Source: an optimization exercise on an open RTL-to-GDS flow (aim: a short achievable clock period and few clock cycles). Production flows keep margins and buffers that such runs may drop. Function was checked by simulation only, so behaviour that the tests miss may differ from the original.

==> design.v <==
module MUX #(parameter busSIZE=4) (input [busSIZE-1:0] in1, in2, in3, in4, input [1:0] select, output reg [busSIZE-1:0] out);
	always @ (select, in1, in2, in3, in4) begin 
		case(select)
		2'b00: out<=in1;
		2'b01: out<=in2;
		2'b10: out<=in3;
		2'b11: out<=in4;
		default: out<=in1;
		endcase
	end 
endmodule 
module MUX2input #(parameter busSIZE=5) (input [busSIZE-1:0] in1, in2, input select, output [busSIZE-1:0] out);
	assign out = select == 1'b0 ? in1 : in2;
endmodule 
module adder #(parameter SIZE = 32) (input [SIZE-1:0] a, b, output [SIZE-1:0] out, output c);
	assign {c, out}  = a + b;
endmodule  
module shiftLeft #(parameter SIZE = 16, parameter SIZEOUT = 32)(input [SIZE-1:0] val, input [4:0] sh, output [SIZEOUT-1:0] result);
	assign result = val<<sh;
endmodule 
module signExtend #(parameter SIZE = 16) (input [SIZE-1:0] val, output [31:0] extended);
  assign extended = { {(32-SIZE){val[SIZE-1]}} ,val[SIZE-1:0]};
endmodule
module register #(parameter SIZE=32) (input [SIZE-1:0] val, input clk, rst, ld, output reg[SIZE-1:0] out);
  always @ (posedge clk, posedge rst) begin 
    if(rst ==1'b1) out<={(SIZE){1'b0}};
    else if(ld ==1'b1) out <= val;
    else out<={(SIZE){1'b0}};
  end 
endmodule
module registerfile(
  input clk,
	input [4:0] readReg1, readReg2, writeReg, 
	input [31:0] writeData,
	input regWrite, 
	output [31:0] readData1, readData2);
	reg [31:0] regfile [1:31];
	always @(posedge clk) begin 
		if(regWrite == 1'b1 && writeReg != 5'd0)
  		  regfile[writeReg] <= writeData; 
	end 
	assign readData1 = (readReg1 == 5'd0) ? 32'b0 : regfile[readReg1];
	assign readData2 = (readReg2 == 5'd0) ? 32'b0 : regfile[readReg2];
endmodule
module ALU(input clk, hiloWrite,
     input [31:0] a, b, 
     input [3:0] ALUOp,
  output reg [31:0] result,
  output Zero);
  reg  [31:0]hiReg , loReg;
  always @ (ALUOp, a, b, hiReg, loReg) begin 
    case(ALUOp) 
      4'b0000: result = a + b;
      4'b0001: result = a-b; 
      4'b0010: result = a | b;
      4'b0011: result = a & b;      
      4'b0100: result = a ^ b;
      4'b0101: result = (a>b)? 32'b01: 32'b0;
      4'b0111: result = hiReg;
      4'b1000: result = loReg;
      default: result = 32'b0;
    endcase 
  end 
  always @ (posedge clk) begin
    if (hiloWrite) begin
      if (ALUOp == 4'b0110) {hiReg, loReg} <= a * b;
      else if (ALUOp == 4'b1001) {hiReg, loReg} <= (b == 32'b0) ? {32'hFFFFFFFF, a} : {a / b, a % b};
    end
  end
  assign Zero = (result==32'b0)? 1'b1: 1'b0;
endmodule
module controller( input [5:0] opcode,func,
        input zero,
        output reg RegDst, Branch, MemRead, MemWrite, MemToReg, ALUsrc, regWrite, IsJal,IsLui,
        output reg [1:0]PCselect,
        output reg [3:0] ALUop
        );
always @ (opcode , func, zero) begin
  RegDst <=0;
  Branch <=0; 
  MemRead<=1; 
  MemWrite<=0;
  MemToReg <=0; 
  ALUsrc<=0; 
  regWrite<=0; 
  IsJal<=0; 
  IsLui<=0; 
  PCselect<=2'b0;
  ALUop<=4'b0;
	case (opcode) 
		0 : case (func) 
				32 : begin 
					 	regWrite <=1;
					 	ALUsrc <=1;
					 	PCselect<=2'b00;
					 	RegDst <= 1;
					 	ALUop<=4'b0;
					 	MemToReg<=0;
					 	IsJal<=0; 
            			IsLui<=0; 
					 end	
				34 : begin
						 regWrite <=1;
					 	 ALUsrc <=1;
					   	 ALUop<=4'b0001;
					   	 PCselect<=2'b00;
					   	 RegDst <= 1;
					 	 MemToReg<=0;
					 	 IsJal<=0; 
					 	 IsLui<=0; 
					 end
				36 : begin
						regWrite <=1;
						RegDst <= 1;
					 	ALUsrc <=1;
					 	ALUop<=4'b0011;
					 	PCselect<=2'b00;
					 	MemToReg<=0;
					 	IsJal<=0; 
           			 	IsLui<=0; 
					 end	 	
				37 : begin
					 	regWrite <=1;
					 	ALUsrc <=1;
					 	RegDst <= 1;
					 	ALUop<=4'b0010;
					 	PCselect<=2'b00;
					 	MemToReg<=0;
					 	IsJal<=0; 
            			IsLui<=0; 
					 end
				38 : begin
						regWrite <=1;
						PCselect<=2'b00;
					 	ALUsrc <=1;
					 	ALUop<=4'b0100;
					 	MemToReg<=0;
					 	IsJal<=0; 
					 	RegDst <= 1;
            			IsLui<=0; 
					 end
				42 : begin
						regWrite <=1;
						RegDst <=1;
					 	ALUsrc <=1;
					 	ALUop<=4'b0101;
					 	MemToReg<=0;
					 	IsJal<=0; 
            			IsLui<=0; 
            			PCselect <= 2'b00;
					 end
				24 : begin
						regWrite <=0;
					 	ALUsrc <=1;
					 	RegDst <= 0;
					 	PCselect<=2'b00;
					 	ALUop<=4'b0110;
					 	MemToReg<=0;
					 	IsJal<=0; 
            			IsLui<=0; 
					 end
				26 : begin
						regWrite <=0;
					 	ALUsrc <=1;
					 	PCselect<=2'b00;
					 	RegDst <= 0;
					 	ALUop<=4'b1001;
					 	MemToReg<=0;
					 	IsJal<=0; 
            			IsLui<=0; 
					 end 
				8  : begin
					 PCselect <= 2'b10;
				  end 
				18 : begin
						 regWrite <=1;
					 	 ALUsrc <=1;
					 	 RegDst <= 1;
					 	 PCselect<=2'b00;
					 	 ALUop<=4'b1000;
					 	 MemToReg<=0;
					 	 IsJal<=0; 
             			 IsLui<=0; 
					 end
				16 : begin
						 regWrite <=1;
					 	ALUsrc <=1;
					 	ALUop<=4'b0111;
					 	MemToReg<=0;
					 	IsJal<=0;
					 	RegDst <= 1;
					 	PCselect<=2'b00; 
            			IsLui<=0; 
					 end	
		endcase
		35 : begin
						 regWrite <=1;
					 	ALUsrc <=0;
					 	ALUop<=4'b0000;
					 	MemToReg<=1;
					 	MemRead <=1;
					 	IsJal<=0; 
					 	PCselect<=2'b00;
            			IsLui<=0; 
			 end
		43 : begin
				  		regWrite <=0;
					 	ALUsrc <=0;
					 	ALUop<=4'b0000;
					 	MemToReg<=1;
					 	PCselect<=2'b00;
					 	MemWrite<=1;
					 	IsJal<=0; 
            			IsLui<=0;  
			 end
			10 : begin
						regWrite <=1;
					 	ALUsrc <=0;
					 	RegDst <=0;
					 	ALUop<=4'b0101;
					 	MemToReg<=0;
					 	IsJal<=0; 
            			IsLui<=0; 
            			PCselect <=2'b00;
					 end	 
		15 : begin
				 regWrite <=1;
				 RegDst <=0;
				 ALUsrc <= 0;
				 MemToReg <= 0;
				IsJal<=0; 
          		IsLui<=1; 
			 end	 
	     	2 : begin 
	     	   regWrite <=0;
			   PCselect <= 2'b11;
	     	  end
		    3 : begin
			 	   regWrite <=1;
				   PCselect <= 2'b11;
					IsJal<=1; 
            		IsLui<=0;
            		RegDst <= 0; 
     			 end
	     	 8 : begin
				    regWrite <=1;
					 	ALUsrc <=0;
					 	ALUop<=4'b0;
					 	RegDst <=0;
					 	PCselect <= 2'b00;
					 	MemToReg<=0;
					 	IsJal<=0; 
            			IsLui<=0; 
			      end 
		4  : begin 
				RegDst <= 0;
				ALUsrc <= 1;
				ALUop<=4'b1;
				 if(zero) PCselect <= 2'b01;
				 else PCselect <= 2'b00;
			 end
		5  : begin
				RegDst <= 0;
				ALUsrc <= 1;
				ALUop<=4'b1;
				 if(~zero) PCselect <= 2'b01;
				 else PCselect <= 2'b00;
			 end
	endcase
 end
endmodule
module datapath(
    input RegDst, Branch, MemRead, MemWrite, MemToReg, ALUsrc, regWrite, IsJal,IsLui,
    input [1:0]PCselect,
    input [3:0] ALUOp, 
    input clk, rst,
    output zero,
    output [31:0] Instruction,
    output [31:0] imem_addr,
    input  [31:0] imem_rdata,
    output [31:0] dmem_addr,
    output [31:0] dmem_wdata,
    output dmem_we,
    input  [31:0] dmem_rdata
  );
  wire [31:0] A, B, ResultALU;
  wire [31:0] PCprev, PCcurr, PC4, PCbeq, beqoffset, BeqAddress;
  wire junk1, junk2;
  wire [1:0] writeRegMuxSelect,writeRegDataSelect;
  wire [4:0] writeRegister;
  wire [31:0] regReadData1, regReadData2, regWriteData;
  wire [31:0] memReadData;
  wire [31:0] ALUMemResult;
  wire [27:0] J4;
  wire [31:0] Jaddress;
  wire [31:0] luiValue; 
  assign imem_addr = PCcurr;
  assign Instruction = imem_rdata;
  assign dmem_addr = ResultALU;
  assign dmem_wdata = regReadData2;
  assign dmem_we = MemWrite & ~rst;
  assign memReadData = dmem_rdata;
  MUX2input #(32) memoutMUX(ResultALU, memReadData, MemToReg, ALUMemResult); 
  assign writeRegDataSelect = {IsJal, IsLui};
  assign writeRegMuxSelect = {RegDst, IsJal};
  MUX #(5) writeRegMUX(Instruction[20:16],5'b11111 ,Instruction[15:11], 5'b0, writeRegMuxSelect, writeRegister);
  MUX #(32) regWriteDataMux(ALUMemResult, luiValue, PC4, 32'b0, writeRegDataSelect, regWriteData);
  registerfile regfile(clk,Instruction[25:21], Instruction[20:16], writeRegister, regWriteData, regWrite & ~rst, regReadData1, regReadData2);
  ALU alu(clk, ~rst, A, B, ALUOp, ResultALU, zero);
  assign A = regReadData1;
  MUX2input #(32) aluMUX(BeqAddress, regReadData2, ALUsrc, B);
  signExtend #(16) SE(Instruction[15:0], BeqAddress);
  shiftLeft #(32, 32) sl(BeqAddress, 5'd2, beqoffset);
  adder beqAdder (PC4, beqoffset, PCbeq, junk2);
  register PCregister(PCprev, clk, rst , 1'b1, PCcurr); 
  adder PCAdder (PCcurr, 32'b100, PC4, junk1);
  MUX #(32) PCMux( PC4,PCbeq, regReadData1, Jaddress, PCselect, PCprev);
  shiftLeft #(26, 28) slJ(Instruction[25:0], 5'd2, J4);
  assign Jaddress = {PC4[31:28] , J4};
  shiftLeft #(16, 32) lowerHalf(Instruction[15:0], 5'd16, luiValue);
endmodule
module MIPS(
	input clk, rst,
	output [31:0] imem_addr,
	input  [31:0] imem_rdata,
	output [31:0] dmem_addr,
	output [31:0] dmem_wdata,
	output dmem_we,
	input  [31:0] dmem_rdata);
  genvar gi;
  integer i;
  reg [31:0] pc;        
  reg [31:0] pc_out;    
  reg        e_rw, e_we, e_mult, e_div;
  reg [31:0] e_a, e_b, e_op2, e_imm, e_addr, e_pc4;
  reg [4:0]  e_rd;
  reg        e_add, e_sub, e_and, e_or, e_xor, e_sgt, e_lui, e_link, e_hi, e_lo, e_load;
  wire [31:0] hi, lo;
  wire [31:0] rf [0:31];
  assign imem_addr  = pc_out;
  assign dmem_addr  = e_addr;
  assign dmem_wdata = e_b;
  assign dmem_we    = e_we;
  wire [31:0] alu;
  alu32 u_alu(.a(e_a), .b(e_op2), .imm(e_imm[15:0]), .pc4(e_pc4), .hi(hi), .lo(lo),
              .s_add(e_add), .s_sub(e_sub), .s_and(e_and), .s_or(e_or), .s_xor(e_xor),
              .s_sgt(e_sgt), .s_lui(e_lui), .s_link(e_link), .s_hi(e_hi), .s_lo(e_lo),
              .y(alu));
  wire [31:0] result = e_load ? dmem_rdata : alu;
  assign rf[0] = 32'b0;
  generate
    for (gi = 1; gi < 32; gi = gi + 1) begin : g_rf
      reg [31:0] q;
      always @(posedge clk)
        if (e_rw && e_rd == gi) q <= result;
      assign rf[gi] = q;
    end
  endgenerate
  wire md_busy, md_last;
  muldiv u_md(.clk(clk), .rst(rst), .start_mul(e_mult), .start_div(e_div),
              .a(e_a), .b(e_op2), .busy(md_busy), .last(md_last), .hi(hi), .lo(lo));
  wire [31:0] ir = imem_rdata;
  wire [5:0] op = ir[31:26];
  wire [5:0] fn = ir[5:0];
  wire [4:0] rs = ir[25:21];
  wire [4:0] rt = ir[20:16];
  wire [4:0] rd = ir[15:11];
  wire isR    = (op == 6'd0);
  wire d_add  = isR & (fn == 6'd32);
  wire d_sub  = isR & (fn == 6'd34);
  wire d_and  = isR & (fn == 6'd36);
  wire d_or   = isR & (fn == 6'd37);
  wire d_xor  = isR & (fn == 6'd38);
  wire d_slt  = isR & (fn == 6'd42);
  wire d_mult = isR & (fn == 6'd24);
  wire d_div  = isR & (fn == 6'd26);
  wire d_mfhi = isR & (fn == 6'd16);
  wire d_mflo = isR & (fn == 6'd18);
  wire d_jr   = isR & (fn == 6'd8);
  wire d_addi = (op == 6'd8);
  wire d_slti = (op == 6'd10);
  wire d_lui  = (op == 6'd15);
  wire d_lw   = (op == 6'd35);
  wire d_sw   = (op == 6'd43);
  wire d_beq  = (op == 6'd4);
  wire d_bne  = (op == 6'd5);
  wire d_j    = (op == 6'd2);
  wire d_jal  = (op == 6'd3);
  wire d_writes = d_add | d_sub | d_and | d_or | d_xor | d_slt | d_mfhi | d_mflo
                | d_addi | d_slti | d_lui | d_lw | d_jal;
  wire [4:0] d_dest = d_jal ? 5'd31 : isR ? rd : rt;
  wire busy_next = (md_busy & ~md_last) | e_mult | e_div;
  wire stall = (d_mult | d_div | d_mfhi | d_mflo) & busy_next;
  wire [31:0] simm = {{16{ir[15]}}, ir[15:0]};
  reg [31:0] rf_a, rf_b;
  always @* begin
    rf_a = 32'b0;
    rf_b = 32'b0;
    for (i = 1; i < 32; i = i + 1) begin
      rf_a = rf_a | ({32{rs == i}} & rf[i]);
      rf_b = rf_b | ({32{rt == i}} & rf[i]);
    end
  end
  wire byp_a = e_rw && (e_rd == rs);
  wire byp_b = e_rw && (e_rd == rt);
  wire [31:0] d_a = byp_a ? result : rf_a;
  wire [31:0] d_b = byp_b ? result : rf_b;
  wire [31:0] addr_rf, addr_byp;
  ksadd #(32) u_addr(.a(rf_a), .b(simm), .cin(1'b0), .s(addr_rf), .cout());
  ksadd #(32) u_addb(.a(result), .b(simm), .cin(1'b0), .s(addr_byp), .cout());
  wire [31:0] d_addr = byp_a ? addr_byp : addr_rf;
  wire [31:0] pc4 = pc + 32'd4;
  wire [15:0] bt_lo;
  wire        bt_c;
  wire [13:0] bt_h  = pc4[31:18];
  wire [13:0] bt_hp = bt_h + 14'd1;
  wire [13:0] bt_hm = bt_h - 14'd1;
  ksadd #(16) u_btgt(.a(pc4[17:2]), .b(ir[15:0]), .cin(1'b0), .s(bt_lo), .cout(bt_c));
  wire [31:0] btgt = {(bt_c & ~ir[15]) ? bt_hp : (~bt_c & ir[15]) ? bt_hm : bt_h, bt_lo, 2'b00};
  wire [31:0] jtgt = {pc4[31:28], ir[25:0], 2'b00};
  reg  [3:0]  jb_v;
  reg  [1:0]  jb_ptr;
  wire [3:0]  jb_m, jb_k;
  wire [29:0] jb_t [0:3];
  wire        jb_ins = d_j & ~(|jb_k);
  generate
    for (gi = 0; gi < 4; gi = gi + 1) begin : g_jb
      reg [29:0] tag, tgt;
      always @(posedge clk)
        if (jb_ins && jb_ptr == gi) begin
          tag <= pc[31:2];
          tgt <= jtgt[31:2];
        end
      assign jb_m[gi] = jb_v[gi] && tag == pc4[31:2];
      assign jb_k[gi] = jb_v[gi] && tag == pc[31:2];
      assign jb_t[gi] = {30{jb_m[gi]}} & tgt;
    end
  endgenerate
  wire        jb_hit = |jb_m;
  wire [29:0] jb_hit_tgt = jb_t[0] | jb_t[1] | jb_t[2] | jb_t[3];
  always @(posedge clk or posedge rst) begin
    if (rst) begin
      jb_v   <= 4'b0;
      jb_ptr <= 2'd0;
    end else if (jb_ins) begin
      jb_v[jb_ptr] <= 1'b1;
      jb_ptr <= jb_ptr + 2'd1;
    end
  end
  wire [31:0] pc_ft = jb_hit ? {jb_hit_tgt, 2'b00} : pc4;
  wire [31:0] pc_fast = stall ? pc : (d_j | d_jal) ? jtgt : pc_ft;
  wire eq_rr = (rf_a == rf_b);
  wire eq_xb = (result == rf_b);
  wire eq_ax = (rf_a == result);
  wire eq = byp_a ? (byp_b | eq_xb) : (byp_b ? eq_ax : eq_rr);
  wire [31:0] pc_nt = d_jr ? d_a : pc_fast;
  wire [31:0] pc_eq = d_beq ? btgt : pc_nt;
  wire [31:0] pc_ne = d_bne ? btgt : pc_nt;
  wire [31:0] pc_next = eq ? pc_eq : pc_ne;
  always @(posedge clk or posedge rst) begin
    if (rst) begin
      pc     <= 32'b0;
      e_rw   <= 1'b0;
      e_we   <= 1'b0;
      e_mult <= 1'b0;
      e_div  <= 1'b0;
    end else begin
      pc     <= pc_next;
      e_rw   <= d_writes & (d_dest != 5'd0) & ~stall;
      e_we   <= d_sw;
      e_mult <= d_mult & ~stall;
      e_div  <= d_div & ~stall;
    end
  end
  always @(posedge clk) begin
    pc_out <= rst ? 32'b0 : pc_next;
    e_a    <= d_a;
    e_b    <= d_b;
    e_op2  <= (d_addi | d_slti) ? simm : d_b;
    e_imm  <= simm;
    e_addr <= d_addr;
    e_pc4  <= pc4;
    e_rd   <= d_dest;
    e_add  <= d_add | d_addi;
    e_sub  <= d_sub;
    e_and  <= d_and;
    e_or   <= d_or;
    e_xor  <= d_xor;
    e_sgt  <= d_slt | d_slti;
    e_lui  <= d_lui;
    e_link <= d_jal;
    e_hi   <= d_mfhi;
    e_lo   <= d_mflo;
    e_load <= d_lw;
  end
endmodule
module alu32(input [31:0] a, b, input [15:0] imm, input [31:0] pc4, hi, lo,
  input s_add, s_sub, s_and, s_or, s_xor, s_sgt, s_lui, s_link, s_hi, s_lo,
  output [31:0] y);
  assign y =
      ({32{s_add}}  & (a + b))
    | ({32{s_sub}}  & (a - b))
    | ({32{s_and}}  & (a & b))
    | ({32{s_or}}   & (a | b))
    | ({32{s_xor}}  & (a ^ b))
    | ({32{s_sgt}}  & {31'b0, (a > b)})
    | ({32{s_lui}}  & {imm, 16'b0})
    | ({32{s_link}} & pc4)
    | ({32{s_hi}}   & hi)
    | ({32{s_lo}}   & lo);
endmodule
module muldiv #(parameter STEPS = 8) (
  input clk, rst, start_mul, start_div,
  input [31:0] a, b,
  output reg busy,
  output last,
  output reg [31:0] hi, lo);
  localparam CYC = (32 + STEPS - 1) / STEPS;
  reg        is_div;
  reg [31:0] sq, sr, sd;
  reg [5:0]  cnt;
  wire [63:0] prod;
  mul32 u_mul(.a(sq), .b(sd), .p(prod));
  wire [31:0] qs [0:STEPS];
  wire [31:0] rs [0:STEPS];
  assign qs[0] = sq;
  assign rs[0] = sr;
  genvar k;
  generate
    for (k = 0; k < STEPS; k = k + 1) begin : g_step
      wire [32:0] t;
      wire ge;
      ksadd #(33) u(.a({rs[k], qs[k][31]}), .b(~{1'b0, sd}), .cin(1'b1), .s(t), .cout(ge));
      assign rs[k+1] = ge ? t[31:0] : {rs[k][30:0], qs[k][31]};
      assign qs[k+1] = {qs[k][30:0], ge};
    end
  endgenerate
  assign last = busy & (~is_div | (cnt == CYC - 1));
  always @(posedge clk) begin
    if (start_mul | start_div) begin
      sq <= a;
      sr <= 32'b0;
      sd <= b;
    end else if (busy) begin
      sq <= qs[STEPS];
      sr <= rs[STEPS];
    end
    if (last) begin
      if (is_div) begin
        hi <= qs[STEPS];
        lo <= rs[STEPS];
      end else begin
        hi <= prod[63:32];
        lo <= prod[31:0];
      end
    end
  end
  always @(posedge clk or posedge rst) begin
    if (rst) begin
      busy   <= 1'b0;
      is_div <= 1'b0;
      cnt    <= 6'd0;
    end else if (start_mul | start_div) begin
      busy   <= 1'b1;
      is_div <= start_div;
      cnt    <= 6'd0;
    end else if (busy) begin
      busy <= ~last;
      cnt  <= cnt + 6'd1;
    end
  end
endmodule
module ksadd #(parameter W = 32) (input [W-1:0] a, b, input cin, output [W-1:0] s, output cout);
  localparam L = (W <= 2) ? 1 : (W <= 4) ? 2 : (W <= 8) ? 3 : (W <= 16) ? 4 : (W <= 32) ? 5 : (W <= 64) ? 6 : 7;
  wire [W-1:0] g [0:L];
  wire [W-1:0] p [0:L];
  wire [W-1:0] x = a ^ b;
  assign g[0] = (a & b) | {{(W-1){1'b0}}, x[0] & cin};
  assign p[0] = x;
  genvar l, k;
  generate
    for (l = 0; l < L; l = l + 1) begin : g_lvl
      for (k = 0; k < W; k = k + 1) begin : g_bit
        if (k >= (1 << l)) begin : g_op
          assign g[l+1][k] = g[l][k] | (p[l][k] & g[l][k - (1 << l)]);
          assign p[l+1][k] = p[l][k] & p[l][k - (1 << l)];
        end else begin : g_pass
          assign g[l+1][k] = g[l][k];
          assign p[l+1][k] = p[l][k];
        end
      end
    end
  endgenerate
  assign s = x ^ {g[L][W-2:0], cin};
  assign cout = g[L][W-1];
endmodule
module mul32(input [31:0] a, input [31:0] b, output [63:0] p);
  wire [63:0] pp [0:31];
  genvar i;
  generate
    for (i = 0; i < 32; i = i + 1) begin : g_pp
      assign pp[i] = {32'b0, a & {32{b[i]}}} << i;
    end
  endgenerate
  wire [63:0] l1 [0:21];
  wire [63:0] l2 [0:14];
  wire [63:0] l3 [0:9];
  wire [63:0] l4 [0:6];
  wire [63:0] l5 [0:4];
  wire [63:0] l6 [0:3];
  wire [63:0] l7 [0:2];
  wire [63:0] l8 [0:1];
  generate
    for (i = 0; i < 10; i = i + 1) begin : g_l1
      csa u(pp[3*i], pp[3*i+1], pp[3*i+2], l1[2*i], l1[2*i+1]);
    end
    assign l1[20] = pp[30];
    assign l1[21] = pp[31];
    for (i = 0; i < 7; i = i + 1) begin : g_l2
      csa u(l1[3*i], l1[3*i+1], l1[3*i+2], l2[2*i], l2[2*i+1]);
    end
    assign l2[14] = l1[21];
    for (i = 0; i < 5; i = i + 1) begin : g_l3
      csa u(l2[3*i], l2[3*i+1], l2[3*i+2], l3[2*i], l3[2*i+1]);
    end
    for (i = 0; i < 3; i = i + 1) begin : g_l4
      csa u(l3[3*i], l3[3*i+1], l3[3*i+2], l4[2*i], l4[2*i+1]);
    end
    assign l4[6] = l3[9];
    for (i = 0; i < 2; i = i + 1) begin : g_l5
      csa u(l4[3*i], l4[3*i+1], l4[3*i+2], l5[2*i], l5[2*i+1]);
    end
    assign l5[4] = l4[6];
    csa u6(l5[0], l5[1], l5[2], l6[0], l6[1]);
    assign l6[2] = l5[3];
    assign l6[3] = l5[4];
    csa u7(l6[0], l6[1], l6[2], l7[0], l7[1]);
    assign l7[2] = l6[3];
    csa u8(l7[0], l7[1], l7[2], l8[0], l8[1]);
  endgenerate
  ksadd #(64) u_fin(.a(l8[0]), .b(l8[1]), .cin(1'b0), .s(p), .cout());
endmodule
module csa(input [63:0] x, y, z, output [63:0] s, c);
  assign s = x ^ y ^ z;
  assign c = {((x[62:0] & y[62:0]) | (x[62:0] & z[62:0]) | (y[62:0] & z[62:0])), 1'b0};
endmodule
==> flow/run.sh <==
#!/bin/bash
# The standard layout (the standard.sh, unchanged synthesis), with these
# differences in how timing repair works; the clock period and constraints
# are the design's:
#  - the repair steps are asked to leave a setup margin well above zero, so
#    they keep improving the paths to and from the ports;
#  - the port buffers are buf_8 cells, and repair may resize cells across
#    footprints.
# make's full output goes to standard_make.log here; ORFS keeps each step's
# own log under orfs/logs.
set -euo pipefail
bash standard.sh SETUP_SLACK_MARGIN=78.5 MATCH_CELL_FOOTPRINT=0 \
  "BUFFER_PORTS_ARGS=-buffer_cell sky130_fd_sc_hd__buf_8" finish > standard_make.log 2>&1
==> standard.sh <==
#!/bin/bash
# synth_recipe.tcl (not shown) runs the flow's synth.tcl, then flattens the netlist and writes it again
# the make line also repeats each setting of config.mk as NAME=value (left out here)
make -C /OpenROAD-flow-scripts/flow DESIGN_CONFIG=/design/flow/config.mk WORK_HOME=/design/flow/orfs CLKGATE_MAP_FILE= SYNTH_SCRIPT=/design/flow/synth_recipe.tcl "${@:-finish}"
==> config.mk <==
export PLATFORM = sky130hd
export DESIGN_NAME = MIPS
export DESIGN_NICKNAME = MIPS
export VERILOG_FILES = /design/flow/design.v
export SDC_FILE = /design/flow/constraint.sdc
export NUM_CORES = 4
export LEC_CHECK = 0
export CAP_MARGIN = 20
export CORE_MARGIN = 2
export CORE_UTILIZATION = 55
export SLEW_MARGIN = 20
export SYNTH_HIERARCHICAL = 1
==> constraint.sdc <==
create_clock -name core_clock -period 100.0 [get_ports {clk}]
set_input_delay 20.0000 -clock core_clock [delete_from_list [all_inputs] [get_ports {clk}]]
set_output_delay 20.0000 -clock core_clock [all_outputs]
set_load 0.01 [all_outputs]
==> results of run 1 <==
[worst max-delay path by stage]
stage / from / end / slack [ns] / cells past startpoint
after CTS: imem_rdata[20] / pc_out[28] / 76.48 / 19
after detailed placement: u_md.sd[14] / u_md.lo[28] / 73.77 / 99
after global placement: imem_rdata[16] / pc_out[12] / 74.18 / 19
after floorplan: imem_rdata[23] / e_addr[28] / 76.49 / 17
[what timing repair did]
item	in CTS
endpoints found under the setup margin	520
buffers inserted	427
pin swaps	196
cloned	87
resized for setup	913
[stage by stage]
stage | cells | area, µm² | setup slack [ns]
2_1_floorplan | 14400 | 158000 | 76.49
3_3_place_gp | 17600 | 163000 | 74.18
3_5_place_dp | 17600 | 163000 | 73.77
4_1_cts | 18400 | 178000 | 76.48
[metal layers]
layer | GRT usage [%] | GRT overflow
met5 | 15.3 | 0
met4 | 35.2 | 0
met3 | 27.9 | 1
met2 | 68.4 | 0
met1 | 60.5 | 0
==> run notes, run 1 <==
GRT Util Overall = 50.9%
Chip Height = 529 µm
Die W = 529 µm
Overflow after GRT = 1
Post-Syn Area = 0.151 mm²
Yosys Warn Count = 13
Max clock buf depth = 4
FP Rows = 192
Status = did not finish
H-Tree Depth = 4
Largest net degree at the start of global routing = 70
Number of port buffers = 162
CTS Hold Bufs = 0
Clock sink total = 1666
Initial core utilization = 55.3%
Last stage = 5_1_grt
Final HPWL DP = 452 mm
RePlAce Congestion = 1.06
Top Ports = 163
Syn avg cell area = 11.4 µm²
Clock root buffer = clkbuf_16
CTS Buf Count = 178
Tool error = [ERROR GRT-0232] Routing congestion too high. Check the congestion heatmap in the GUI.
Syn Inst Count = 13300
Testbench counts, summed over its fixed seeds: cycles 28,997.
==> run 2, diff against run 1 <==
--- a/design.v
+++ b/design.v
@@ -331,6 +331,10 @@
   integer i;
-  reg [31:0] pc;        
-  reg [31:0] pc_out;    
+  reg [31:0] pa, pb;            
+  reg [7:0]  pq;                
+  reg [31:0] pa_o, pb_o;        
+  reg [31:0] pq_o;              
   reg        e_rw, e_we, e_mult, e_div;
-  reg [31:0] e_a, e_b, e_op2, e_imm, e_addr, e_pc4;
+  reg [31:0] e_a, e_b, e_op2, e_imm, e_pc4;
+  reg [15:0] e_alo, e_ahi0, e_ahi1;   
+  reg        e_ac, e_ac2;             
   reg [4:0]  e_rd;
@@ -339,4 +343,10 @@
   wire [31:0] rf [0:31];
-  assign imem_addr  = pc_out;
-  assign dmem_addr  = e_addr;
+  wire [31:0] pc = (&pq) ? pa : pb;
+  genvar gb;
+  generate
+    for (gb = 0; gb < 4; gb = gb + 1) begin : g_ia
+      assign imem_addr[8*gb+7:8*gb] = (&pq_o[8*gb+7:8*gb]) ? pa_o[8*gb+7:8*gb] : pb_o[8*gb+7:8*gb];
+    end
+  endgenerate
+  assign dmem_addr  = {e_ac2 ? e_ahi1[15:8] : e_ahi0[15:8], e_ac ? e_ahi1[7:0] : e_ahi0[7:0], e_alo};
   assign dmem_wdata = e_b;
@@ -394,19 +404,23 @@
   wire [31:0] simm = {{16{ir[15]}}, ir[15:0]};
-  reg [31:0] rf_a, rf_b;
-  always @* begin
-    rf_a = 32'b0;
-    rf_b = 32'b0;
-    for (i = 1; i < 32; i = i + 1) begin
-      rf_a = rf_a | ({32{rs == i}} & rf[i]);
-      rf_b = rf_b | ({32{rt == i}} & rf[i]);
+  wire [31:0] rv [1:31];
+  generate
+    for (gi = 1; gi < 32; gi = gi + 1) begin : g_rv
+      assign rv[gi] = (e_rw && e_rd == gi) ? result : rf[gi];
     end
-  end
-  wire byp_a = e_rw && (e_rd == rs);
-  wire byp_b = e_rw && (e_rd == rt);
-  wire [31:0] d_a = byp_a ? result : rf_a;
-  wire [31:0] d_b = byp_b ? result : rf_b;
-  wire [31:0] addr_rf, addr_byp;
-  ksadd #(32) u_addr(.a(rf_a), .b(simm), .cin(1'b0), .s(addr_rf), .cout());
-  ksadd #(32) u_addb(.a(result), .b(simm), .cin(1'b0), .s(addr_byp), .cout());
-  wire [31:0] d_addr = byp_a ? addr_byp : addr_rf;
+  endgenerate
+  wire [31:0] rf_a, rf_b;
+  rfsel u_sela(.sel(rs), .rf0(32'b0), .rfv({rv[31], rv[30], rv[29], rv[28], rv[27], rv[26], rv[25], rv[24],
+               rv[23], rv[22], rv[21], rv[20], rv[19], rv[18], rv[17], rv[16], rv[15], rv[14], rv[13], rv[12],
+               rv[11], rv[10], rv[9], rv[8], rv[7], rv[6], rv[5], rv[4], rv[3], rv[2], rv[1]}), .y(rf_a));
+  rfsel u_selb(.sel(rt), .rf0(32'b0), .rfv({rv[31], rv[30], rv[29], rv[28], rv[27], rv[26], rv[25], rv[24],
+               rv[23], rv[22], rv[21], rv[20], rv[19], rv[18], rv[17], rv[16], rv[15], rv[14], rv[13], rv[12],
+               rv[11], rv[10], rv[9], rv[8], rv[7], rv[6], rv[5], rv[4], rv[3], rv[2], rv[1]}), .y(rf_b));
+  wire [31:0] d_a = rf_a;
+  wire [31:0] d_b = rf_b;
+  wire [15:0] d_alo;
+  wire        d_ac;
+  ksadd #(16) u_addr(.a(d_a[15:0]), .b(ir[15:0]), .cin(1'b0), .s(d_alo), .cout(d_ac));
+  wire        d_ac2 = (d_a[15] & ir[15]) | ((d_a[15] ^ ir[15]) & ~d_alo[15]);
+  wire [15:0] d_ahi0, d_ahi1;
+  hisel #(16) u_ahi(.h(d_a[31:16]), .s(ir[15]), .h0(d_ahi0), .h1(d_ahi1));
   wire [31:0] pc4 = pc + 32'd4;
@@ -414,7 +428,5 @@
   wire        bt_c;
-  wire [13:0] bt_h  = pc4[31:18];
-  wire [13:0] bt_hp = bt_h + 14'd1;
-  wire [13:0] bt_hm = bt_h - 14'd1;
   ksadd #(16) u_btgt(.a(pc4[17:2]), .b(ir[15:0]), .cin(1'b0), .s(bt_lo), .cout(bt_c));
-  wire [31:0] btgt = {(bt_c & ~ir[15]) ? bt_hp : (~bt_c & ir[15]) ? bt_hm : bt_h, bt_lo, 2'b00};
+  wire [13:0] bt_h0, bt_h1;    
+  hisel #(14) u_bhi(.h(pc4[31:18]), .s(ir[15]), .h0(bt_h0), .h1(bt_h1));
   wire [31:0] jtgt = {pc4[31:28], ir[25:0], 2'b00};
@@ -451,13 +463,25 @@
   wire [31:0] pc_fast = stall ? pc : (d_j | d_jal) ? jtgt : pc_ft;
-  wire eq_rr = (rf_a == rf_b);
-  wire eq_xb = (result == rf_b);
-  wire eq_ax = (rf_a == result);
-  wire eq = byp_a ? (byp_b | eq_xb) : (byp_b ? eq_ax : eq_rr);
+  wire [31:0] bit_eq = ~(d_a ^ d_b);
+  wire [7:0]  d_pq;
+  wire [31:0] d_pq_o;
+  wire [63:0] bit_eq2 = {bit_eq, bit_eq};
+  generate
+    for (gi = 0; gi < 8; gi = gi + 1) begin : g_eq
+      assign d_pq[gi]   = bit_eq[gi] & bit_eq[gi + 8] & bit_eq[gi + 16] & bit_eq[gi + 24];
+      for (gb = 0; gb < 4; gb = gb + 1) begin : g_eqo
+        assign d_pq_o[8 * gb + gi] = &bit_eq2[4 * gi + gb + 3 : 4 * gi + gb];
+      end
+    end
+  endgenerate
   wire [31:0] pc_nt = d_jr ? d_a : pc_fast;
-  wire [31:0] pc_eq = d_beq ? btgt : pc_nt;
-  wire [31:0] pc_ne = d_bne ? btgt : pc_nt;
-  wire [31:0] pc_next = eq ? pc_eq : pc_ne;
+  wire [13:0] pc_eq_h0 = d_beq ? bt_h0 : pc_nt[31:18];
+  wire [13:0] pc_eq_h1 = d_beq ? bt_h1 : pc_nt[31:18];
+  wire [13:0] pc_ne_h0 = d_bne ? bt_h0 : pc_nt[31:18];
+  wire [13:0] pc_ne_h1 = d_bne ? bt_h1 : pc_nt[31:18];
+  wire [31:0] pc_eq = {bt_c ? pc_eq_h1 : pc_eq_h0, d_beq ? {bt_lo, pc4[1:0]} : pc_nt[17:0]};
+  wire [31:0] pc_ne = {bt_c ? pc_ne_h1 : pc_ne_h0, d_bne ? {bt_lo, pc4[1:0]} : pc_nt[17:0]};
   always @(posedge clk or posedge rst) begin
     if (rst) begin
-      pc     <= 32'b0;
+      pa     <= 32'b0;
+      pb     <= 32'b0;
       e_rw   <= 1'b0;
@@ -467,3 +491,4 @@
     end else begin
-      pc     <= pc_next;
+      pa     <= pc_eq;
+      pb     <= pc_ne;
       e_rw   <= d_writes & (d_dest != 5'd0) & ~stall;
@@ -475,3 +500,6 @@
   always @(posedge clk) begin
-    pc_out <= rst ? 32'b0 : pc_next;
+    pq     <= d_pq;
+    pa_o   <= rst ? 32'b0 : pc_eq;
+    pb_o   <= rst ? 32'b0 : pc_ne;
+    pq_o   <= d_pq_o;
     e_a    <= d_a;
@@ -480,3 +508,7 @@
     e_imm  <= simm;
-    e_addr <= d_addr;
+    e_alo  <= d_alo;
+    e_ac   <= d_ac;
+    e_ac2  <= d_ac2;
+    e_ahi0 <= d_ahi0;
+    e_ahi1 <= d_ahi1;
     e_pc4  <= pc4;
@@ -496,2 +528,21 @@
 endmodule
+module rfsel(input [4:0] sel, input [31:0] rf0, input [32*31-1:0] rfv, output [31:0] y);
+  wire [31:0] r [0:31];
+  assign r[0] = rf0;
+  genvar g;
+  generate
+    for (g = 1; g < 32; g = g + 1) begin : g_r
+      assign r[g] = rfv[32*g-1 : 32*(g-1)];
+    end
+  endgenerate
+  wire [31:0] m [0:7];
+  generate
+    for (g = 0; g < 8; g = g + 1) begin : g_m
+      assign m[g] = sel[1] ? (sel[0] ? r[4*g+3] : r[4*g+2]) : (sel[0] ? r[4*g+1] : r[4*g]);
+    end
+  endgenerate
+  wire [7:0] oh = 8'b1 << sel[4:2];
+  assign y = ({32{oh[0]}} & m[0]) | ({32{oh[1]}} & m[1]) | ({32{oh[2]}} & m[2]) | ({32{oh[3]}} & m[3])
+           | ({32{oh[4]}} & m[4]) | ({32{oh[5]}} & m[5]) | ({32{oh[6]}} & m[6]) | ({32{oh[7]}} & m[7]);
+endmodule
 module alu32(input [31:0] a, b, input [15:0] imm, input [31:0] pc4, hi, lo,
@@ -573,8 +624,20 @@
 module ksadd #(parameter W = 32) (input [W-1:0] a, b, input cin, output [W-1:0] s, output cout);
+  wire [W-1:0] g, t, x;
+  ks_gt  #(W) u_gt(.a(a), .b(b), .g(g), .t(t));
+  ks_x   #(W) u_x(.a(a), .b(b), .x(x));
+  ks_pre #(W) u_pre(.g(g), .t(t), .x(x), .cin(cin), .s(s), .cout(cout));
+endmodule
+module ks_gt #(parameter W = 32) (input [W-1:0] a, b, output [W-1:0] g, t);
+  assign g = a & b;
+  assign t = a | b;
+endmodule
+module ks_x #(parameter W = 32) (input [W-1:0] a, b, output [W-1:0] x);
+  assign x = a ^ b;
+endmodule
+module ks_pre #(parameter W = 32) (input [W-1:0] g, t, x, input cin, output [W-1:0] s, output cout);
   localparam L = (W <= 2) ? 1 : (W <= 4) ? 2 : (W <= 8) ? 3 : (W <= 16) ? 4 : (W <= 32) ? 5 : (W <= 64) ? 6 : 7;
-  wire [W-1:0] g [0:L];
-  wire [W-1:0] p [0:L];
-  wire [W-1:0] x = a ^ b;
-  assign g[0] = (a & b) | {{(W-1){1'b0}}, x[0] & cin};
-  assign p[0] = x;
+  wire [W-1:0] gg [0:L];
+  wire [W-1:0] pp [0:L];
+  assign gg[0] = g | {{(W-1){1'b0}}, t[0] & cin};
+  assign pp[0] = t;
   genvar l, k;
@@ -584,7 +647,7 @@
         if (k >= (1 << l)) begin : g_op
-          assign g[l+1][k] = g[l][k] | (p[l][k] & g[l][k - (1 << l)]);
-          assign p[l+1][k] = p[l][k] & p[l][k - (1 << l)];
+          assign gg[l+1][k] = gg[l][k] | (pp[l][k] & gg[l][k - (1 << l)]);
+          assign pp[l+1][k] = pp[l][k] & pp[l][k - (1 << l)];
         end else begin : g_pass
-          assign g[l+1][k] = g[l][k];
-          assign p[l+1][k] = p[l][k];
+          assign gg[l+1][k] = gg[l][k];
+          assign pp[l+1][k] = pp[l][k];
         end
@@ -593,4 +656,10 @@
   endgenerate
-  assign s = x ^ {g[L][W-2:0], cin};
-  assign cout = g[L][W-1];
+  assign s = x ^ {gg[L][W-2:0], cin};
+  assign cout = gg[L][W-1];
+endmodule
+module hisel #(parameter W = 16) (input [W-1:0] h, input s, output [W-1:0] h0, h1);
+  wire [W-1:0] hp = h + 1'b1;
+  wire [W-1:0] hm = h - 1'b1;
+  assign h0 = s ? hm : h;
+  assign h1 = s ? h : hp;
 endmodule
==> run.sh (new file) <==
#!/bin/bash
# synth_recipe.tcl (not shown) runs the flow's synth.tcl, then flattens the netlist and writes it again
# the make line also repeats each setting of config.mk as NAME=value (left out here)
make -C /OpenROAD-flow-scripts/flow DESIGN_CONFIG=/design/flow/config.mk WORK_HOME=/design/flow/orfs CLKGATE_MAP_FILE= SYNTH_SCRIPT=/design/flow/synth_recipe.tcl finish
--- a/config.mk
+++ b/config.mk
@@ -7,6 +7,6 @@
 export LEC_CHECK = 0
-export CAP_MARGIN = 20
+export CAP_MARGIN = 40
 export CORE_MARGIN = 2
-export CORE_UTILIZATION = 55
-export SLEW_MARGIN = 20
+export CORE_UTILIZATION = 40
+export SLEW_MARGIN = 30
 export SYNTH_HIERARCHICAL = 1
removed: flow/run.sh
removed: standard.sh
==> run notes, run 2 <==
Worst Path Class, Setup = reg2reg
Least-Margin Pin Slew = 1.09 ns
CTS Hold Bufs = 0
Signal arrival time at the worst endpoint = 26.67 ns
Post-CTS sizing = 0
Clock root buffer = clkbuf_16
Placed insts = 23100
Largest register FFs = 992
Final HPWL DP = 483 mm
Post-CTS Setup Repair Bufs = 0
Initial core utilization = 40.1%
Vias per cell = 5.76
Pre-CTS WS = 74.64 ns
Core area = 0.409 mm²
DRC viols = 0
Max-slew headroom at the worst pin = 27.4%
Max Cap Violations = 0
Die W = 645 µm
Largest net degree at the start of global routing = 123
Slowest stage delay, CP = 0.94 ns
Top Ports = 163
Yosys Warn Count = 13
Clk slew on worst S/H paths = 0.06 ns
Vias post-DR = 136000
Reg with most FFs = g_rf.q
Final Hold Fails = 0
Initial antenna violation count = 34
CTS tree = yes
Most frequent cells in the layout = 1892 x fa_1, 1336 x dfxtp_1, 1193 x a21oi_1
Final Non-Filler Cells = 23500
CTS Buf Count = 199
Unrepaired setup endpoints after global routing = no
Post-Syn Area = 0.164 mm²
GRT Util Overall = 30.5%
Period utilization = 26.0%
Max Slew Vio Count = 0
DR pass1 iterations = 7
Reg2Reg Setup Slack = 73.98 ns
CP Launch Type = register
Number of port buffers = 162
Syn avg cell area = 9.65 µm²
Vias in the first global route = 134000
Clock Latency Late Sink = 0.98 ns
First-pass GRT wire length = 932 mm
Fill count = 39600
Setup-failing EPs final = 0
Worst-path maximum fanout = 67
Status = no timing/DRC/antenna violations
Post-DR wirelength/cell = 27.4 µm
Buf/Inv on CP = 13
Delay-heaviest family, CP = compound AO/OA/AOI/OAI gates
Antenna viol nets, final = 0
Total Nets Final = 20000
FP Rows = 235
Setup TNS = 0 ns
Synthesis-to-layout area growth = 11.8%
Biggest registers after layout = g_rf.q (992), g_jb.tag (120), g_jb.tgt (120)
CP dominant cell by count = buf_4
Syn Inst Count = 17000
Clk_skew = 0.147 ns
Most common cell after layout, fill and taps aside = fa_1
Setup ws final = 73.98 ns
Overflow after GRT = 0
CP Capture Type = register
Core Util, Final = 44.8%
CP required = 100.66 ns
Clock sink total = 1788
Max stage delay cell, worst path = o31ai_1
Chip Height = 645 µm
RePlAce Congestion = 1.05
Fmax = 38.4 MHz
Iter 0 DRT Violations = 14400
Die area = 0.416 mm²
Share of cells above drive strength 1 = 10.9%
H-Tree Depth = 4
Path type of the worst min-delay path = reg2reg
Max clock buf depth = 4
Post-Route WL = 645 mm
Fin Hold WS = 0.475 ns
Min Tclk post-route = 26.02 ns
## run 2: area by class of cell
cell class | instances | area [µm²] | share of cell area (%)
diodes | 37 | 92.6 | 0.0504
clock buffers | 267 | 5720 | 3.12
clock inverters | 94 | 1230 | 0.672
inverters | 287 | 1080 | 0.588
multi-input cells | 15000 | 123000 | 67.0
flip-flops and latches | 1788 | 39900 | 21.7
well taps | 5451 | 6820 | 3.72
repair buffers | 638 | 5670 | 3.09
## run 2: path summary, 6_finish.rpt
path                       startpoint          end  depth (start not counted)
setup reg to reg           u_md.sd[7]  u_md.lo[25]                         81
hold / removal              e_op2[30]  u_md.sd[30]                          0
min in group asynchronous         rst       pa[13]                          2
max in group asynchronous         rst       pa[30]                          3
hold reg to reg             e_op2[30]  u_md.sd[30]                          0
setup / recovery           u_md.sd[7]  u_md.lo[25]                         81
## run 2: worst register-to-register path: cells and delay by family (launching register included)
kind	cells	cell delay (ns)
mux	4	1.94
compound gates	50	13.38
flops	1	0.33
simple gates	14	4.65
buf+inv	13	5.41
## run 2: metal layers
| metal | global-route usage (%) | wire, µm |
|---|---|---|
| met5 | 0 | 172 |
| met1 | 38.8 | 255000 |
| met2 | 47.7 | 287000 |
| met4 | 20.6 | 52100 |
| met3 | 4.94 | 50600 |
## run 2: stage by stage
stage                     cell area (µm²)
final                              184000
after CTS                          183000
after detailed placement           176000
after floorplan                    168000
after global placement             175000
after global routing               183000
Testbench counts of run 2, summed over its fixed seeds: cycles 28,997.
==> run 3, diff against run 2 <==
--- a/design.v
+++ b/design.v
@@ -334,7 +334,8 @@
   reg [31:0] pa_o, pb_o;        
-  reg [31:0] pq_o;              
+  reg [15:0] pq_o;              
   reg        e_rw, e_we, e_mult, e_div;
   reg [31:0] e_a, e_b, e_op2, e_imm, e_pc4;
-  reg [15:0] e_alo, e_ahi0, e_ahi1;   
-  reg        e_ac, e_ac2;             
+  reg [7:0]  e_alo, e_am0, e_am1;
+  reg        e_c8, e_c8b, e_c16_0, e_c16_1;
+  reg [15:0] e_ahi0, e_ahi1;
   reg [4:0]  e_rd;
@@ -347,6 +348,7 @@
     for (gb = 0; gb < 4; gb = gb + 1) begin : g_ia
-      assign imem_addr[8*gb+7:8*gb] = (&pq_o[8*gb+7:8*gb]) ? pa_o[8*gb+7:8*gb] : pb_o[8*gb+7:8*gb];
+      assign imem_addr[8*gb+7:8*gb] = (&pq_o[4*gb+3:4*gb]) ? pa_o[8*gb+7:8*gb] : pb_o[8*gb+7:8*gb];
     end
   endgenerate
-  assign dmem_addr  = {e_ac2 ? e_ahi1[15:8] : e_ahi0[15:8], e_ac ? e_ahi1[7:0] : e_ahi0[7:0], e_alo};
+  wire a_c16 = e_c8b ? e_c16_1 : e_c16_0;
+  assign dmem_addr  = {a_c16 ? e_ahi1 : e_ahi0, e_c8 ? e_am1 : e_am0, e_alo};
   assign dmem_wdata = e_b;
@@ -419,6 +421,8 @@
   wire [31:0] d_b = rf_b;
-  wire [15:0] d_alo;
-  wire        d_ac;
-  ksadd #(16) u_addr(.a(d_a[15:0]), .b(ir[15:0]), .cin(1'b0), .s(d_alo), .cout(d_ac));
-  wire        d_ac2 = (d_a[15] & ir[15]) | ((d_a[15] ^ ir[15]) & ~d_alo[15]);
+  wire [7:0]  d_alo, d_am0, d_am1;
+  wire        d_c8, d_c16_0, d_c16_1;
+  ksadd #(8) u_addr(.a(d_a[7:0]), .b(ir[7:0]), .cin(1'b0), .s(d_alo), .cout(d_c8));
+  ksadd #(8) u_am0(.a(d_a[15:8]), .b(ir[15:8]), .cin(1'b0), .s(d_am0), .cout(d_c16_0));
+  ksadd #(8) u_am1(.a(d_a[15:8]), .b(ir[15:8]), .cin(1'b1), .s(d_am1), .cout(d_c16_1));
+  wire        d_c8b = (d_a[7] & ir[7]) | ((d_a[7] ^ ir[7]) & ~d_alo[7]);
   wire [15:0] d_ahi0, d_ahi1;
@@ -465,3 +469,3 @@
   wire [7:0]  d_pq;
-  wire [31:0] d_pq_o;
+  wire [15:0] d_pq_o;
   wire [63:0] bit_eq2 = {bit_eq, bit_eq};
@@ -470,4 +474,6 @@
       assign d_pq[gi]   = bit_eq[gi] & bit_eq[gi + 8] & bit_eq[gi + 16] & bit_eq[gi + 24];
-      for (gb = 0; gb < 4; gb = gb + 1) begin : g_eqo
-        assign d_pq_o[8 * gb + gi] = &bit_eq2[4 * gi + gb + 3 : 4 * gi + gb];
+    end
+    for (gi = 0; gi < 4; gi = gi + 1) begin : g_eqo
+      for (gb = 0; gb < 4; gb = gb + 1) begin : g_eqb
+        assign d_pq_o[4 * gb + gi] = &bit_eq2[8 * gi + 2 * gb + 7 : 8 * gi + 2 * gb];
       end
@@ -509,4 +515,8 @@
     e_alo  <= d_alo;
-    e_ac   <= d_ac;
-    e_ac2  <= d_ac2;
+    e_am0  <= d_am0;
+    e_am1  <= d_am1;
+    e_c8   <= d_c8;
+    e_c8b  <= d_c8b;
+    e_c16_0 <= d_c16_0;
+    e_c16_1 <= d_c16_1;
     e_ahi0 <= d_ahi0;
@@ -543,3 +553,4 @@
   endgenerate
-  wire [7:0] oh = 8'b1 << sel[4:2];
+  wire [7:0] oh;
+  dec3 u_dec(.s(sel[4:2]), .oh(oh));
   assign y = ({32{oh[0]}} & m[0]) | ({32{oh[1]}} & m[1]) | ({32{oh[2]}} & m[2]) | ({32{oh[3]}} & m[3])
@@ -547,2 +558,5 @@
 endmodule
+module dec3(input [2:0] s, output [7:0] oh);
+  assign oh = 8'b1 << s;
+endmodule
 module alu32(input [31:0] a, b, input [15:0] imm, input [31:0] pc4, hi, lo,
==> flow/run.sh (new file) <==
#!/bin/bash
# The standard layout (the standard.sh, unchanged synthesis), with these
# differences in how timing repair works; the clock period and constraints
# are the design's:
#  - the repair steps are asked to leave a setup margin well above zero, so
#    they keep improving the paths to and from the ports;
#  - the port buffers are buf_8 cells, and repair may resize cells across
#    footprints.
# make's full output goes to standard_make.log here; ORFS keeps each step's
# own log under orfs/logs.
set -euo pipefail
bash standard.sh SETUP_SLACK_MARGIN=78.5 MATCH_CELL_FOOTPRINT=0 \
  "BUFFER_PORTS_ARGS=-buffer_cell sky130_fd_sc_hd__buf_8" finish > standard_make.log 2>&1
==> standard.sh (new file) <==
#!/bin/bash
# synth_recipe.tcl (not shown) runs the flow's synth.tcl, then flattens the netlist and writes it again
# the make line also repeats each setting of config.mk as NAME=value (left out here)
make -C /OpenROAD-flow-scripts/flow DESIGN_CONFIG=/design/flow/config.mk WORK_HOME=/design/flow/orfs CLKGATE_MAP_FILE= SYNTH_SCRIPT=/design/flow/synth_recipe.tcl "${@:-finish}"
--- a/config.mk
+++ b/config.mk
@@ -9,3 +9,3 @@
 export CORE_MARGIN = 2
-export CORE_UTILIZATION = 40
+export CORE_UTILIZATION = 45
 export SLEW_MARGIN = 30
removed: run.sh
==> run notes, run 3 <==
Vias per cell = 5.96
Vias in the first global route = 136000
Syn Inst Count = 16700
Fmax = 44.9 MHz
Top Ports = 163
Most common cell after layout, fill and taps aside = fa_1
H-Tree Depth = 4
Biggest registers after layout = g_rf.q (992), g_jb.tag (120), g_jb.tgt (120)
Max-slew headroom at the worst pin = 33.4%
Clock root buffer = clkbuf_16
Syn avg cell area = 9.74 µm²
Clock sink total = 1782
Clk_skew = 0.0870 ns
Share of cells above drive strength 1 = 18.8%
Critical-path cell list = buf_16 -> buf_16 -> buf_16 -> buf_16 -> buf_12 -> buf_6 -> mux2i_1 -> o22ai_1 -> nor4_2 -> nand3_1 -> buf_8 -> and2_4 -> a21o_1 -> a21o_1 -> a41o_1 -> xor2_2 -> inv_1 -> a21o_1
Total Nets Final = 20300
CP Capture Type = register
Die W = 604 µm
Sequential cell area = 0.0398 mm²
Final Non-Filler Cells = 23100
Placed insts = 22100
Core area = 0.359 mm²
Clk slew on worst S/H paths = 0.06 ns
Setup TNS = 0 ns
CTS tree = yes
Final Hold Fails = 0
DR pass1 iterations = 8
Status = no timing/DRC/antenna violations
Reg with most FFs = g_rf.q
First-pass GRT wire length = 947 mm
Initial core utilization = 45.2%
Max Slew Vio Count = 0
Number of port buffers = 162
Min Tclk post-route = 22.26 ns
Worst-path maximum fanout = 8
DRC viols = 0
Post-Syn Area = 0.162 mm²
Post-DR wirelength/cell = 28.5 µm
Vias post-DR = 138000
Period utilization = 22.3%
Overflow after GRT = 0
Worst Path Class, Setup = in2reg
CP required = 100.72 ns
Setup ws final = 77.74 ns
Antenna viol nets, final = 0
Path type of the worst min-delay path = reg2reg
Post-Route WL = 660 mm
Unrepaired setup endpoints after global routing = yes
Signal arrival time at the worst endpoint = 22.98 ns
FP Rows = 220
Synthesis-to-layout area growth = 20.7%
Max clock buf depth = 4
Fill count = 32000
Pre-CTS WS = 74.18 ns
Max stage delay cell, worst path = nor4_2
Final HPWL DP = 456 mm
Yosys Warn Count = 14
CTS Hold Bufs = 0
Max Cap Violations = 0
Most frequent cells in the layout = 1892 x fa_1, 1320 x dfxtp_1, 1162 x conb_1
CP Launch Type = input port
Largest register FFs = 992
Clock Latency Late Sink = 0.91 ns
RePlAce Congestion = 1.02
CTS Buf Count = 191
Initial antenna violation count = 26
Slowest stage delay, CP = 0.40 ns
Iter 0 DRT Violations = 14500
Least-Margin Pin Slew = 0.971 ns
GRT Util Overall = 35.3%
Core Util, Final = 54.6%
Setup-failing EPs final = 0
Die area = 0.365 mm²
Area of the multi-input gates = 0.127 mm²
Chip Height = 604 µm
Largest net degree at the start of global routing = 68
CP dominant cell by count = buf_16
## run 3: routing by layer
layer | up-vias | part of all wire [%] | GRT usage, %
li1 | 60100 | - | -
met1 | 68900 | 39 | 45.1
met2 | 6976 | 45 | 55.5
met3 | 1827 | 8.7 | 6.08
met4 | 12 | 7.8 | 22.6
met5 | - | 0.012 | 0
## run 3: worst paths after layout
kind	cells after the start	from	slack, ns	to
max	18	imem_rdata[22]	77.74	e_c8b
min	2	g_rf[18].q[22]	0.46	g_rf[18].q[22]
max reg2reg	85	u_md.sd[3]	78.90	u_md.lo[26]
min reg2reg	2	g_rf[18].q[22]	0.46	g_rf[18].q[22]
max in group asynchronous	4	rst	79.57	pb[24]
min in group asynchronous	2	rst	19.25	u_md.cnt[5]
## run 3: per-stage QoR
stage | area, µm² | hold slack (ns)
floorplan | 168000 | 0.429
CTS | 191000 | 0.459
detailed placement | 175000 | 0.443
global placement | 174000 | 0.445
finish | 196000 | 0.457
global route | 196000 | 0.481
## run 3: critical path: cells and delay by family
family,cells,cell delay (ns)
AO/OA/AOI/OAI,5,0.80
XOR/XNOR,1,0.16
buffers and inverters,8,1.05
multiplexers,1,0.19
AND/OR/NAND/NOR,3,0.72
## run 3: timing repair
item	4_1_cts	5_1_grt
setup buffers	392	192
pin swaps	270	267
gates resized for setup	1060	606
gates cloned	85	15
endpoints found under the setup margin	678	482
## run 3: area by class of cell
| class | instances | area share, % |
|---|---|---|
| flip-flops and latches | 1782 | 20.3 |
| multi-input cells | 14700 | 64.7 |
| diodes | 24 | 0.0307 |
| inverters | 308 | 0.625 |
| clock inverters | 65 | 0.279 |
| repair buffers | 1219 | 8.08 |
| clock buffers | 274 | 2.86 |
| well taps | 4773 | 3.05 |
| repair inverters | 2 | 0.0102 |
Testbench counts of run 3, summed over its fixed seeds: cycles 28,997.
==> run 4, diff against run 3 <==
--- a/design.v
+++ b/design.v
@@ -576,3 +576,3 @@
 endmodule
-module muldiv #(parameter STEPS = 8) (
+module muldiv (
   input clk, rst, start_mul, start_div,
@@ -582,10 +582,13 @@
   output reg [31:0] hi, lo);
-  localparam CYC = (32 + STEPS - 1) / STEPS;
+  localparam R4 = 6;
   reg        is_div;
   reg [31:0] sq, sr, sd;
-  reg [5:0]  cnt;
+  reg [33:0] sd3;
+  reg [1:0]  cnt;
   wire [63:0] prod;
   mul32 u_mul(.a(sq), .b(sd), .p(prod));
-  wire [31:0] qs [0:STEPS];
-  wire [31:0] rs [0:STEPS];
+  wire [33:0] d3_new;
+  ksadd #(34) u_d3(.a({2'b0, b}), .b({1'b0, b, 1'b0}), .cin(1'b0), .s(d3_new), .cout());
+  wire [31:0] qs [0:R4];
+  wire [31:0] rs [0:R4];
   assign qs[0] = sq;
@@ -594,19 +597,23 @@
   generate
-    for (k = 0; k < STEPS; k = k + 1) begin : g_step
-      wire [32:0] t;
-      wire ge;
-      ksadd #(33) u(.a({rs[k], qs[k][31]}), .b(~{1'b0, sd}), .cin(1'b1), .s(t), .cout(ge));
-      assign rs[k+1] = ge ? t[31:0] : {rs[k][30:0], qs[k][31]};
-      assign qs[k+1] = {qs[k][30:0], ge};
+    for (k = 0; k < R4; k = k + 1) begin : g_step
+      wire [33:0] x = {rs[k], qs[k][31:30]};
+      wire [33:0] t1, t2, t3;
+      wire ge1, ge2, ge3;
+      ksadd #(34) u1(.a(x), .b(~{2'b0, sd}), .cin(1'b1), .s(t1), .cout(ge1));
+      ksadd #(34) u2(.a(x), .b(~{1'b0, sd, 1'b0}), .cin(1'b1), .s(t2), .cout(ge2));
+      ksadd #(34) u3(.a(x), .b(~sd3), .cin(1'b1), .s(t3), .cout(ge3));
+      assign rs[k+1] = ge3 ? t3[31:0] : ge2 ? t2[31:0] : ge1 ? t1[31:0] : x[31:0];
+      assign qs[k+1] = {qs[k][29:0], ge2, ge3 | (ge1 & ~ge2)};
     end
   endgenerate
-  assign last = busy & (~is_div | (cnt == CYC - 1));
+  assign last = busy & (~is_div | (cnt == 2'd2));
   always @(posedge clk) begin
     if (start_mul | start_div) begin
-      sq <= a;
-      sr <= 32'b0;
-      sd <= b;
+      sq  <= a;
+      sr  <= 32'b0;
+      sd  <= b;
+      sd3 <= d3_new;
     end else if (busy) begin
-      sq <= qs[STEPS];
-      sr <= rs[STEPS];
+      sq <= qs[R4];
+      sr <= rs[R4];
     end
@@ -614,4 +621,4 @@
       if (is_div) begin
-        hi <= qs[STEPS];
-        lo <= rs[STEPS];
+        hi <= qs[4];
+        lo <= rs[4];
       end else begin
@@ -626,3 +633,3 @@
       is_div <= 1'b0;
-      cnt    <= 6'd0;
+      cnt    <= 2'd0;
     end else if (start_mul | start_div) begin
@@ -630,6 +637,6 @@
       is_div <= start_div;
-      cnt    <= 6'd0;
+      cnt    <= 2'd0;
     end else if (busy) begin
       busy <= ~last;
-      cnt  <= cnt + 6'd1;
+      cnt  <= cnt + 2'd1;
     end
==> run notes, run 4 <==
Vias per cell = 6.04
Number of cells on the critical path = 14
DRC viols = 0
Clock Latency Late Sink = 0.95 ns
Post-DR wirelength/cell = 29.5 µm
Largest register FFs = 992
Least-Margin Pin Slew = 0.995 ns
Hold Path Sink = g_rf[9].q[26]
Max clock buf depth = 4
DR pass1 iterations = 9
Path type of the worst min-delay path = reg2reg
Fmax = 44.7 MHz
Post-Syn Area = 0.184 mm²
Reg2Reg Setup Slack = 79.22 ns
Status = no timing/DRC/antenna violations
Vias in the first global route = 162000
R2R Path End = u_md.sr[20]
Critical-path cell list = buf_12 -> nor3b_4 -> nand2_2 -> buf_8 -> o22ai_1 -> nor4_4 -> nand3_4 -> or2_1 -> a21o_1 -> a21o_1 -> a41o_1 -> xor2_2 -> inv_1 -> a21o_1
Slowest stage delay, CP = 0.43 ns
Core area = 0.406 mm²
Setup TNS = 0 ns
Min Tclk post-route = 22.36 ns
Hold path startpoint = g_rf[9].q[26]
Reg with most FFs = g_rf.q
GRT Util Overall = 37.7%
Period utilization = 22.4%
Fill count = 36600
Post-DP Area = 0.198 mm²
Fin area = 0.221 mm²
Die W = 643 µm
Delay-heaviest family, CP = simple AND/OR/NAND/NOR gates
Worst Path Class, Setup = in2reg
CP Capture Type = register
CP required = 100.71 ns
First-pass GRT wire length = 1140 mm
Worst R2R Start = u_md.sd[3]
CP dominant cell by count = a21o_1
Share of cells above drive strength 1 = 18.1%
Max Cap Violations = 0
Max Slew Vio Count = 0
H-Tree Depth = 4
RePlAce Congestion = 1.03
Overflow after GRT = 0
Hold Path Cell Cnt = 2
Buf/Inv on CP = 3
Signal arrival time at the worst endpoint = 23.07 ns
CTS Hold Bufs = 0
Top Ports = 163
Max stage delay cell, worst path = nor4_4
Max-slew headroom at the worst pin = 33.3%
Worst-path maximum fanout = 32
Yosys Warn Count = 14
Clk slew on worst S/H paths = 0.06 ns
Die area = 0.413 mm²
Initial antenna violation count = 58
Largest net degree at the start of global routing = 66
Iter 0 DRT Violations = 18200
Biggest registers after layout = g_rf.q (992), g_jb.tag (120), g_jb.tgt (120)
Setup-failing EPs final = 0
CTS Buf Count = 206
Worst Reg-to-Reg Cells = 85
Most common cell after layout, fill and taps aside = fa_1
FP Rows = 234
Clock root buffer = clkbuf_16
CTS tree = yes
Synthesis-to-layout area growth = 20.1%
Clk_skew = 0.138 ns
Number of port buffers = 162
Syn Inst Count = 19900
Antenna viol nets, final = 0
Unrepaired setup endpoints after global routing = yes
Post-Route WL = 803 mm
Vias post-DR = 164000
Initial core utilization = 45.2%
Final Hold Fails = 0
Final HPWL DP = 556 mm
Most frequent cells in the layout = 1892 x fa_1, 1390 x a21oi_1, 1294 x dfxtp_1
Total Nets Final = 23600
Clock sink total = 1812
Syn avg cell area = 9.25 µm²
Chip Height = 643 µm
CP Launch Type = input port
-- run 4: area by class of cell --
type	instances	area, µm²	share of cell area (%)
inverter	557	2130	0.967
sequential	1812	40800	18.5
timing repair buffer	1365	16800	7.61
antenna	38	95.1	0.0431
tap	5428	6790	3.08
multi-input combinational	17600	147000	66.7
clock buffer	305	5990	2.72
clock inverter	74	865	0.392
-- run 4: how the worst max path moves through the flow --
| stage | from | to |
|---|---|---|
| final | imem_rdata[23] | e_c8b |
| after floorplan | imem_rdata[22] | e_c8b |
| after detailed placement | imem_rdata[22] | pb_o[13] |
| after global placement | u_md.sd[6] | u_md.sr[31] |
| after global routing | dmem_rdata[5] | e_c8b |
| after CTS | pq_o[2] | imem_addr[3] |
-- run 4: repair_timing --
action                      CTS  global route
hold endpoints to repair      0             0
pin swaps                   268           223
resized for setup          1219           504
cloned                       86            17
setup buffers               418           156
setup endpoints to repair   652           329
-- run 4: tightest hold or removal path, cell delays in order (launching register included) --
cell	delay, ns
dfxtp_1	0.31
nand2_1	0.05
o21ai_2	0.07
-- run 4: per-layer routing --
| layer | vias to the layer above | wire (µm) | GRT usage [%] |
|---|---|---|---|
| met1 | 81600 | 305000 | 46.8 |
| met2 | 8783 | 357000 | 59.1 |
| met3 | 2461 | 69300 | 6.40 |
| met4 | 38 | 71900 | 27.5 |
| met5 | - | 238 | 0 |
| li1 | 71400 | - | - |
-- run 4: per-stage QoR --
| stage | worst slack [ns] | hold WS [ns] | util [%] | std cells |
|---|---|---|---|---|
| after floorplan | 77.66 | 0.443 | - | 21100 |
| after global placement | 74.77 | 0.461 | 48.6 | 26000 |
| after detailed placement | 75.08 | 0.471 | 48.8 | 26100 |
| after CTS | 77.66 | 0.459 | 53.3 | 27000 |
| after global routing | 77.67 | 0.476 | 54.3 | 27200 |
| final | 77.64 | 0.462 | 54.3 | 27200 |
Testbench counts of run 4, summed over its fixed seeds: cycles 28,907.

[static timing again, ports no longer ideal]
No port has a modelled driver above. Below, the same layouts with a new extraction and two added sets of constraints. Step 1, drivers: a clkbuf_16 drives clk and a buf_2 each remaining input, both assumed. Step 2 also shifts input and output timing later by t, the mid clock arrival at the registers, as if the neighbouring blocks saw the same clock. Three values: ideal ports, drivers, drivers and shift; two values: the first two.
| run | shift t [ns] | setup WS [ns] | hold WS [ns] | slew at the worst register clock pin (ns) | pins driven straight from the clock port |
|---|---|---|---|---|---|
| run 2 | 0.994 | 73.983 / 73.983 / 73.983 | 0.475 / 0.475 / 0.475 | 0.07 / 0.07 | 1 |
| run 3 | 0.960 | 77.741 / 77.457 / 76.498 | 0.457 / 0.457 / 0.457 | 0.07 / 0.07 | 1 |
| run 4 | 0.993 | 77.635 / 77.472 / 76.479 | 0.462 / 0.462 / 0.462 | 0.07 / 0.07 | 1 |
After both steps every run listed still meets setup and hold. The setup slack of run 3, which loses most, moves by -0.284 ns with the drivers and by -1.243 ns with both steps.
